Background: an optimization exercise with open tools, aiming at small area. Do not read the settings as production practice. The RTL of this run was laid out without a check of its function.

## flow/design.v

```verilog
module add16_rca(
    input [15:0] a,
    input [15:0] b,
    input ci,
    output [15:0] s
);
wire [16:0] c;
assign c[0] = ci;
genvar k;
generate for (k = 0; k < 16; k = k + 1) begin : g
    assign s[k] = a[k] ^ b[k] ^ c[k];
    assign c[k+1] = (a[k] & b[k]) | (a[k] & c[k]) | (b[k] & c[k]);
end endgenerate
endmodule
module cordic_pipeline_top(
    input clk,
    input rst_n,
    input en,
    input mode,
    input [15:0] xi,
    input [15:0] yi,
    input [15:0] zi,
    output [15:0] xo,
    output [15:0] yo,
    output [15:0] zo,
    output valid
);
reg [5:0] valid_r;
always @(posedge clk or negedge rst_n)
    if (!rst_n) valid_r <= 6'b0;
    else valid_r <= {valid_r[4:0], en};
assign valid = valid_r[5];
wire d0 = mode ? yi[15] : ~zi[15];
wire [15:0] x1, y1;
add16_rca ux0(.a(xi), .b(yi ^ {16{d0}}), .ci(d0), .s(x1));
add16_rca uy0(.a(yi), .b(xi ^ {16{~d0}}), .ci(~d0), .s(y1));
wire [15:0] z1;
add16_rca uz0(.a(zi), .b(16'h3244 ^ {16{d0}}), .ci(d0), .s(z1));
reg [15:0] xr0, yr0, zr0;
reg mr0;
always @(posedge clk) begin
    xr0 <= x1;
    yr0 <= y1;
    zr0 <= z1;
    mr0 <= mode;
end
wire d1 = mr0 ? yr0[15] : ~zr0[15];
wire [15:0] x2, y2;
add16_rca ux1(.a(xr0), .b({{1{yr0[15]}}, yr0[15:1]} ^ {16{d1}}), .ci(d1), .s(x2));
add16_rca uy1(.a(yr0), .b({{1{xr0[15]}}, xr0[15:1]} ^ {16{~d1}}), .ci(~d1), .s(y2));
wire [15:0] z2;
add16_rca uz1(.a(zr0), .b(16'h1DAC ^ {16{d1}}), .ci(d1), .s(z2));
wire d2 = mr0 ? y2[15] : ~z2[15];
wire [15:0] x3, y3;
add16_rca ux2(.a(x2), .b({{2{y2[15]}}, y2[15:2]} ^ {16{d2}}), .ci(d2), .s(x3));
add16_rca uy2(.a(y2), .b({{2{x2[15]}}, x2[15:2]} ^ {16{~d2}}), .ci(~d2), .s(y3));
wire [15:0] z3;
add16_rca uz2(.a(z2), .b(16'h0FAE ^ {16{d2}}), .ci(d2), .s(z3));
reg [15:0] xr1, yr1, zr1;
reg mr1;
always @(posedge clk) begin
    xr1 <= x3;
    yr1 <= y3;
    zr1 <= z3;
    mr1 <= mr0;
end
wire d3 = mr1 ? yr1[15] : ~zr1[15];
wire [15:0] x4, y4;
add16_rca ux3(.a(xr1), .b({{3{yr1[15]}}, yr1[15:3]} ^ {16{d3}}), .ci(d3), .s(x4));
add16_rca uy3(.a(yr1), .b({{3{xr1[15]}}, xr1[15:3]} ^ {16{~d3}}), .ci(~d3), .s(y4));
wire [15:0] z4;
add16_rca uz3(.a(zr1), .b(16'h07F5 ^ {16{d3}}), .ci(d3), .s(z4));
wire d4 = mr1 ? y4[15] : ~z4[15];
wire [15:0] x5, y5;
add16_rca ux4(.a(x4), .b({{4{y4[15]}}, y4[15:4]} ^ {16{d4}}), .ci(d4), .s(x5));
add16_rca uy4(.a(y4), .b({{4{x4[15]}}, x4[15:4]} ^ {16{~d4}}), .ci(~d4), .s(y5));
wire [15:0] z5;
add16_rca uz4(.a(z4), .b(16'h03FF ^ {16{d4}}), .ci(d4), .s(z5));
reg [15:0] xr2, yr2, zr2;
reg mr2;
always @(posedge clk) begin
    xr2 <= x5;
    yr2 <= y5;
    zr2 <= z5;
    mr2 <= mr1;
end
wire zin5 = (zr2[15:10] == {6{1'b0}}) | (zr2[15:10] == {6{1'b1}});   
wire d5 = mr2 ? yr2[15] : ~zr2[15];
wire [15:0] x6, y6;
add16_rca ux5(.a(xr2), .b({{5{yr2[15]}}, yr2[15:5]} ^ {16{d5}}), .ci(d5), .s(x6));
add16_rca uy5(.a(yr2), .b({{5{xr2[15]}}, xr2[15:5]} ^ {16{~d5}}), .ci(~d5), .s(y6));
wire d6 = mr2 ? y6[15] : (zin5 ? zr2[9] : ~zr2[15]);
wire [15:0] x7, y7;
add16_rca ux6(.a(x6), .b({{6{y6[15]}}, y6[15:6]} ^ {16{d6}}), .ci(d6), .s(x7));
add16_rca uy6(.a(y6), .b({{6{x6[15]}}, x6[15:6]} ^ {16{~d6}}), .ci(~d6), .s(y7));
wire [15:0] zk3 = 16'd768 - ({14'b0, {d5, d6}} << 9);
wire [15:0] zs3;
add16_rca uzs3(.a(zr2), .b(zk3), .ci(1'b0), .s(zs3));
reg [15:0] xr3, yr3, zr3;
reg mr3;
always @(posedge clk) begin
    xr3 <= x7;
    yr3 <= y7;
    zr3 <= zs3;
    mr3 <= mr2;
end
wire zin7 = (zr3[15:8] == {8{1'b0}}) | (zr3[15:8] == {8{1'b1}});   
wire d7 = mr3 ? yr3[15] : ~zr3[15];
wire [15:0] x8, y8;
add16_rca ux7(.a(xr3), .b({{7{yr3[15]}}, yr3[15:7]} ^ {16{d7}}), .ci(d7), .s(x8));
add16_rca uy7(.a(yr3), .b({{7{xr3[15]}}, xr3[15:7]} ^ {16{~d7}}), .ci(~d7), .s(y8));
wire d8 = mr3 ? y8[15] : (zin7 ? zr3[7] : ~zr3[15]);
wire [15:0] x9, y9;
add16_rca ux8(.a(x8), .b({{8{y8[15]}}, y8[15:8]} ^ {16{d8}}), .ci(d8), .s(x9));
add16_rca uy8(.a(y8), .b({{8{x8[15]}}, x8[15:8]} ^ {16{~d8}}), .ci(~d8), .s(y9));
wire d9 = mr3 ? y9[15] : (zin7 ? zr3[6] : ~zr3[15]);
wire [15:0] x10, y10;
add16_rca ux9(.a(x9), .b({{9{y9[15]}}, y9[15:9]} ^ {16{d9}}), .ci(d9), .s(x10));
add16_rca uy9(.a(y9), .b({{9{x9[15]}}, x9[15:9]} ^ {16{~d9}}), .ci(~d9), .s(y10));
wire [15:0] zk4 = 16'd224 - ({13'b0, {d7, d8, d9}} << 6);
wire [15:0] zs4;
add16_rca uzs4(.a(zr3), .b(zk4), .ci(1'b0), .s(zs4));
reg [15:0] xr4, yr4, zr4;
reg mr4;
always @(posedge clk) begin
    xr4 <= x10;
    yr4 <= y10;
    zr4 <= zs4;
    mr4 <= mr3;
end
wire zin10 = (zr4[15:5] == {11{1'b0}}) | (zr4[15:5] == {11{1'b1}});   
wire d10 = mr4 ? yr4[15] : ~zr4[15];
wire [15:0] x11, y11;
add16_rca ux10(.a(xr4), .b({{10{yr4[15]}}, yr4[15:10]} ^ {16{d10}}), .ci(d10), .s(x11));
add16_rca uy10(.a(yr4), .b({{10{xr4[15]}}, xr4[15:10]} ^ {16{~d10}}), .ci(~d10), .s(y11));
wire d11 = mr4 ? y11[15] : (zin10 ? zr4[4] : ~zr4[15]);
wire [15:0] x12, y12;
add16_rca ux11(.a(x11), .b({{11{y11[15]}}, y11[15:11]} ^ {16{d11}}), .ci(d11), .s(x12));
add16_rca uy11(.a(y11), .b({{11{x11[15]}}, x11[15:11]} ^ {16{~d11}}), .ci(~d11), .s(y12));
wire d12 = mr4 ? y12[15] : (zin10 ? zr4[3] : ~zr4[15]);
wire [15:0] x13, y13;
add16_rca ux12(.a(x12), .b({{12{y12[15]}}, y12[15:12]} ^ {16{d12}}), .ci(d12), .s(x13));
add16_rca uy12(.a(y12), .b({{12{x12[15]}}, x12[15:12]} ^ {16{~d12}}), .ci(~d12), .s(y13));
wire [15:0] zk5 = 16'd28 - ({13'b0, {d10, d11, d12}} << 3);
wire [15:0] zs5;
add16_rca uzs5(.a(zr4), .b(zk5), .ci(1'b0), .s(zs5));
reg [15:0] xr5, yr5, zr5;
reg mr5;
always @(posedge clk) begin
    xr5 <= x13;
    yr5 <= y13;
    zr5 <= zs5;
    mr5 <= mr4;
end
wire zin13 = (zr5[15:2] == {14{1'b0}}) | (zr5[15:2] == {14{1'b1}});   
wire d13 = mr5 ? yr5[15] : ~zr5[15];
wire [15:0] x14, y14;
add16_rca ux13(.a(xr5), .b({{13{yr5[15]}}, yr5[15:13]} ^ {16{d13}}), .ci(d13), .s(x14));
add16_rca uy13(.a(yr5), .b({{13{xr5[15]}}, xr5[15:13]} ^ {16{~d13}}), .ci(~d13), .s(y14));
wire d14 = mr5 ? y14[15] : (zin13 ? zr5[1] : ~zr5[15]);
wire [15:0] x15, y15;
add16_rca ux14(.a(x14), .b({{14{y14[15]}}, y14[15:14]} ^ {16{d14}}), .ci(d14), .s(x15));
add16_rca uy14(.a(y14), .b({{14{x14[15]}}, x14[15:14]} ^ {16{~d14}}), .ci(~d14), .s(y15));
wire [15:0] zk6 = 16'd3 - ({14'b0, {d13, d14}} << 1);
wire [15:0] zs6;
add16_rca uzs6(.a(zr5), .b(zk6), .ci(1'b0), .s(zs6));
assign xo = x15;
assign yo = y15;
assign zo = zs6;
endmodule
```

## flow/flow/run.sh

```bash
#!/bin/bash
# The standard layout (standard.sh) with two changes:
#  - synthesis leaves the adders to ABC (no full/half adder cells extracted first);
#  - the port buffers use the smallest buffer cell.
set -euo pipefail
export ADDER_MAP_FILE=
export BUFFER_PORTS_ARGS="-buffer_cell sky130_fd_sc_hd__buf_1"
bash standard.sh > standard_flow.log 2>&1
```

## flow/standard.sh

```bash
#!/bin/bash
# synth_recipe.tcl (not shown) runs the flow's synth.tcl, then flattens the netlist and writes it again
# the make line also repeats each setting of config.mk as NAME=value (left out here)
make -C /OpenROAD-flow-scripts/flow DESIGN_CONFIG=/design/flow/config.mk WORK_HOME=/design/flow/orfs CLKGATE_MAP_FILE= SYNTH_SCRIPT=/design/flow/synth_recipe.tcl "${@:-finish}"
```

## flow/config.mk

```make
export PLATFORM = sky130hd
export DESIGN_NAME = cordic_pipeline_top
export DESIGN_NICKNAME = cordic_pipeline_top
export VERILOG_FILES = /design/flow/design.v
export SDC_FILE = /design/flow/constraint.sdc
export NUM_CORES = 4
export LEC_CHECK = 0
export ABC_AREA = 1
export CAP_MARGIN = 20
export CORE_MARGIN = 2
export CORE_UTILIZATION = 55
export CTS_BUF_LIST = sky130_fd_sc_hd__clkbuf_8 sky130_fd_sc_hd__clkbuf_16
export CTS_CLUSTER_DIAMETER = 100
export CTS_CLUSTER_SIZE = 30
export SLEW_MARGIN = 20
```

## flow/constraint.sdc

```tcl
create_clock -name core_clock -period 8.0 [get_ports {clk}]
set_input_delay 1.6000 -clock core_clock [delete_from_list [all_inputs] [get_ports {clk}]]
set_output_delay 1.6000 -clock core_clock [all_outputs]
set_load 0.01 [all_outputs]
```

==> flow_summary.ini <==
[hold_path]
min_from = zr2[6]
hold_end = zr3[6]
hold_path.class = flop to flop
holdPathStages = 0

[layout]
stdcell_count = 5258
final_area_um2 = 30800
antenna_cells = 0
num-fill-cells = 5054
drive_gt1_frac = 0.190
nets = 4628
area_delta_synth_final_pct = 11.6
final_util = 0.617

[clock_network]
cts_tree = built
cts-root-buf = clkbuf_16
cts.clk_slew.worst_paths_ps = 110
cts_max_level = 1
ctsHoldBuffers = 0
cts_made_buffers = 16
clock-sinks = 299
clockBufferDepth = 3
clk_latency_ps = 540

[routing]
avgRoutedWirePerCell_um = 10.7
vias_per_cell = 4.57
drc = 0
drtIter0Drc = 625
routed_wl_mm = 56.3
drtAntennaViolNets = 0
drt_pre_antenna_iters = 4
vias = 24011

[run_status]
outcome = complete, no violations

[global_routing]
grt_usage = 0.214
grt_max_degree = 32
grt_pass1_vias = 21948
grt_pass1_wl_mm = 95.5
antenna_found_initial = 0
grt_overflow = 0

[critical_path]
path_buf_inv = 4
crit_path_max_fanout = 6
critical_path.startpoint_type = flop
crit_path_top_delay_cell = dfxtp_2
crit_path_end_kind = output pin
cpMostUsedCell = nand2_2
reg2reg_from = mr4
critical_path_class = flop to output pin
r2r_end = zr5[15]
crit_arrival_ps = 6130
path_delay_family = simple AND/OR/NAND/NOR gates
worstPathRequired_ps = 6400
r2r_slack_ps = 710
ff2ff_path_depth = 73
max_stage_delay_ps = 360

[place]
placed_cells = 5171
io_buffer_count = 100
pre_cts_ws_ps = -63.0
gp_congestion = 0.846
dp_hpwl_mm = 48.0
place_area_um2 = 29100

[sta]
worst_slew_pin_slew_ps = 908
finalCritPeriodShare = 0.967
rsz0062_at_grt = yes
final.setup.worst_slack_ps = 265
min_period_ps = 7730
setup_viol = 0
final.setup_skew_ps = 23.2
fin_hold_ws_ps = 338
hold_viol = 0
timing.slew.headroom = 0.389
clock.fmax_mhz = 129
slew_viol_final = 0

[floorplanning]
rows = 82
ios = 101
die_x_um = 228
die_area_um2 = 51900
start_util = 0.553
core_um2 = 49900
die_h_um = 228

[yosys]
synthArstFlopShare = 0.0201
syn_inst = 4376
synth_cell_types = 47
yosys_warnings = 1
synth_ff_type = dfxtp_1
synth-edff-count = 0
synth_seq_area_share = 0.218
synth_fp_nets = 4428
syn_avg_cell_area_um2 = 6.30
synth_top_area_share = 0.254
synth_top_area_cell = nand2_1
syn_area_um2 = 27600
synth_seq_cells = 299
synthTopCellsByArea = nand2_1 (25%), dfxtp_1 (21%), xor2_1 (15%), xnor2_1 (11%), or2_2 (6.9%)

[flow_run]
drv_cap = 0
[Yosys cell counts (5+ instances only)]
| cell type | number |
|---|---|
| nand2_1 | 1866 |
| or2_4 | 5 |
| or2_1 | 15 |
| nand4_1 | 8 |
| clkbuf_1 | 35 |
| nor3_1 | 5 |
| nor2_1 | 126 |
| o21ai_2 | 6 |
| xnor2_1 | 341 |
| a21oi_2 | 11 |
| buf_6 | 8 |
| nand2_4 | 7 |
| dfrtp_1 | 6 |
| maj3_1 | 23 |
| inv_2 | 12 |
| xor2_1 | 457 |
| inv_1 | 400 |
| nand3_1 | 107 |
| buf_2 | 5 |
| buf_1 | 8 |
| a21oi_1 | 51 |
| or2_2 | 302 |
| clkbuf_8 | 5 |
| nand3_2 | 34 |
| o21ai_0 | 53 |
| dfxtp_1 | 293 |
| nand2_2 | 153 |
[layout by cell type (no fill, tap or decap), types with 22 or more instances in the layout]
master and count:
nand2_1 1760, xor2_1 450, inv_1 395, xnor2_1 340, or2_2 296, dfxtp_1 285
nand2_2 245, buf_4 138, nor2_1 123, nand3_1 103, buf_1 92, a21oi_1 46
o21ai_0 42, nand3_2 36, maj3_1 22
[per-stage QoR]
| stage | setup TNS (ps) |
|---|---|
| finish | 0 |
| floorplan | 0 |
| detailed placement | -63.0 |
| CTS | 0 |
| global placement | -49.3 |
| global route | -2030 |
[logic make-up (layout without fill, tap and decap cells)]
kind of cell	after synthesis	count (layout)	synth area share
adder cells (fa/ha/maj)	25	25	0.00917
flip-flops	299	299	0.218
multiplexers	1	1	0.000363
buffers and inverters	479	688	0.0702
AND/OR/NAND/NOR	2634	2634	0.418
XOR/XNOR	802	802	0.256
AO/OA/AOI/OAI	136	137	0.0282
[cell type report]
cell class	instances	area, µm²	area share
clock buffer	18	439	0.0143
timing repair buffer	245	1520	0.0495
inverter	415	1580	0.0514
multi-input combinational	3599	20200	0.657
sequential	299	6030	0.196
tap	672	841	0.0273
clock inverter	10	129	0.00419
[routing by layer]
metal / GRT usage / wire length, µm / up-vias
li1: - / - / 13513
met2: 0.436 / 29900 / 119
met1: 0.240 / 24600 / 10329
met3: 0.0153 / 796 / 50
met5: 0 / 0 / -
met4: 0.0439 / 1040 / 0
[repair_timing]
action,4_1_cts,5_1_grt
gates resized for setup,38,176
setup endpoints to repair,11,58
pin swaps,6,74
setup buffers,15,43
gates cloned,0,1
[worst max path at each step]
stage	endpoint	cells after the start	from
6_report	yo[15]	62	mr5
5_1_grt	yo[15]	67	yr5[15]
4_1_cts	yr5[15]	81	zr4[15]
3_5_place_dp	yo[15]	67	yr5[15]
3_3_place_gp	yo[15]	67	yr5[15]
2_1_floorplan	xo[15]	69	mr5

[afterwards: timing with drivers on the ports]
No port has a modelled driver above. Below, the same layout with a new extraction and two added sets of constraints. Step 1 assumes that a clkbuf_16 drives the clock port and a buf_2 every other input. Step 2 also shifts input and output timing later by t, the mid clock arrival at the registers, as if the neighbouring blocks saw the same clock. Three values: ideal, step 1, step 2; two values: the first two.
t, ns: 0.589
setup WS [ns]: 0.265 / 0.204 / 0.608
worst hold slack (ns): 0.338 / 0.338 / 0.338
latest minus earliest clock arrival (ns): 0.024 / 0.024
slew at the worst register clock pin (ns): 0.11 / 0.11
After both steps setup and hold are still met in this run. The setup slack of this run moves by -0.061 ns with the drivers and by +0.343 ns with both steps.
